From an optimization exercise on the open Yosys and OpenROAD flow, aimed at a short achievable clock period and few clock cycles; shortcuts taken in it are not production practice.
The RTL was checked by simulation tests, not by an equivalence proof against the original design.

Setup of alpha:
Design mips, start of the top module:
module mips(
input clk,
input rst,
output wire [12:0]imem_addr,
input [31:0]imem_rdata,
output wire [9:0]dmem_addr,
output wire [31:0]dmem_wdata,
output wire dmem_we,
input [31:0]dmem_rdata
);
reg [31:0] pc;
wire [29:0] pc_i2;                         
wire [28:0] pc_i3;                         
inc #(30, 5) inc2(.a(pc[31:2]), .s(pc_i2));
inc #(29, 5) inc3(.a(pc[31:3]), .s(pc_i3));
wire [31:0] pc4 = {pc_i2, pc[1:0]};
wire [31:0] pc8 = {pc_i3, pc[2:0]};
reg [12:0] ia;                             
assign imem_addr = ia;
wire [31:0] fi = imem_rdata;
wire f_j = (fi[31:27] == 5'b00001);                     
wire f_eskip = (fi[31:26] == 6'b010000) && (fi[5:0] == 6'b011000) &&
               (fi[25:21] != 5'd0) && (fi[25:21] != 5'd4);
wire [31:0] f_jt = {pc8[31:28], fi[25:0], 2'b00};
wire f_bs = (fi[31:26] == 6'b000100) && (fi[25:21] == fi[20:16]) && (fi[15:6] == 10'd0);
wire [23:0] pc_i8;                         
inc #(24, 5) inc8(.a(pc[31:8]), .s(pc_i8));
wire [6:0] f_blo;
add #(7, 3) adbs(.a({1'b0, pc[7:2]}), .b({1'b0, fi[5:0]}), .cin(1'b1), .s(f_blo));
wire [31:0] f_bt = {f_blo[6] ? pc_i8 : pc[31:8], f_blo[5:0], pc[1:0]};
wire f_jr = (fi[31:26] == 6'b000000) && (fi[5:0] == 6'b001000);
wire f_jrf;
wire [16:0] bt_lo;
add #(17, 5) adbt(.a({1'b0, pc[17:2]}), .b({1'b0, fi[15:0]}), .cin(1'b1), .s(bt_lo));
wire [13:0] ph_m1, ph_p1;
inc #(14, 4) incm1(.a(~pc[31:18]), .s(ph_m1));       
inc #(14, 4) incp1(.a(pc[31:18]), .s(ph_p1));
wire c_addu, c_subu, c_slt, c_jr, c_ori, c_lui, c_addi, c_addiu, c_lw, c_lb, c_sw, c_sb;
wire c_jal, c_mfc0, c_mtc0, c_eret, c_wr, c_bsame, c_bq, c_urs, c_urt, c_useimm;
wire [4:0] c_dst;
wire [31:0] c_rsoh, c_rtoh;
controller dec(.w(fi), .c_addu(c_addu), .c_subu(c_subu), .c_slt(c_slt), .c_jr(c_jr),
    .c_ori(c_ori), .c_lui(c_lui), .c_addi(c_addi), .c_addiu(c_addiu), .c_lw(c_lw),
    .c_lb(c_lb), .c_sw(c_sw), .c_sb(c_sb), .c_jal(c_jal), .c_mfc0(c_mfc0), .c_mtc0(c_mtc0),
    .c_eret(c_eret), .c_dst(c_dst), .c_wr(c_wr), .c_bsame(c_bsame), .c_bq(c_bq),
    .c_urs(c_urs), .c_urt(c_urt), .c_useimm(c_useimm), .c_rsoh(c_rsoh), .c_rtoh(c_rtoh));
reg id_v;
reg id_done;     
reg [31:0] id_ir;
reg [31:0] id_pc4;
reg [17:0] id_btlo;            
reg id_btc, id_bts;            
reg [13:0] id_bh0, id_bhp, id_bhm;    
wire [31:0] id_bt = {(id_bts == id_btc) ? id_bh0 : id_btc ? id_bhp : id_bhm, id_btlo};
  ...
clock: 8.5 ns
lec_check: 0
cap_margin: 20
core_margin: 2
core_utilization: 30
place_density: 0.45
setup_slack_margin: 5
slew_margin: 20
tns_end_percent: 100
run.sh (not shown) runs the stock make flow with config.mk's settings and CLKGATE_MAP_FILE= SYNTH_SCRIPT=/design/flow/synth_recipe.tcl, a recipe that flattens the netlist after the stock synthesis.
Testbench counts of alpha, summed over its fixed seeds: cycles 27,767.
Changes in beta relative to alpha:
Settings: BUFFER_PORTS_ARGS newly set to -buffer_cell sky130_fd_sc_hd__buf_4; SETUP_SLACK_MARGIN changed from 5 to 5.6.
==> flow/flow/run.sh (new file) <==
#!/bin/bash
set -euo pipefail
echo 'export SETUP_SLACK_MARGIN = 5.6' >> config.mk
echo 'export BUFFER_PORTS_ARGS = -buffer_cell sky130_fd_sc_hd__buf_4' >> config.mk
bash standard.sh > standard.log 2>&1
==> flow/standard.sh (new file) <==
#!/bin/bash
# synth_recipe.tcl (not shown) runs the flow's synth.tcl, then flattens the netlist and writes it again
# the make line also repeats each setting of config.mk as NAME=value (left out here)
make -C /OpenROAD-flow-scripts/flow DESIGN_CONFIG=/design/flow/config.mk WORK_HOME=/design/flow/orfs CLKGATE_MAP_FILE= SYNTH_SCRIPT=/design/flow/synth_recipe.tcl "${@:-finish}"
removed: flow/run.sh
==> comparison <==
[compare] base=alpha new=beta: cell area picked up an extra 11%; slew at the pin with the worst max-slew slack lost 15 ps. beta finished all stages; the layout is clean. The number of non-clock buffers of beta is higher than that of alpha. Core utilization was lower in the run labelled alpha. alpha -> beta: instance area after placement flat. Measured against each other, beta and alpha differ in met1 usage, the lower figure coming from alpha.

-- separate check: timing with driven ports --
Ports are ideal in the flow. The routed layouts listed here were re-timed in OpenROAD.
Step 1 sets driving cells, clkbuf_16 on the clock port and buf_2 on the other inputs (assumed; they add their load-dependent delay and slew).
Step 2 also shifts input and output timing later by t, the mid clock arrival at the registers, as if the neighbouring blocks saw the same clock.
a / b / c = ideal ports / drivers / drivers and shift; a / b = the first two.
| run | t (ns) | setup WS [ns] | worst setup path at the end | clock arrival spread, ns |
|---|---|---|---|---|
| alpha | 0.952 | 4.914 / 4.919 / 4.031 | input to register | 0.066 / 0.066 |
| beta | 0.960 | 5.125 / 5.128 / 4.168 | input to register | 0.069 / 0.069 |
After both steps every run listed still meets setup and hold. The setup slack of beta, which loses most, moves by +0.003 ns with the drivers and by -0.957 ns with both steps.
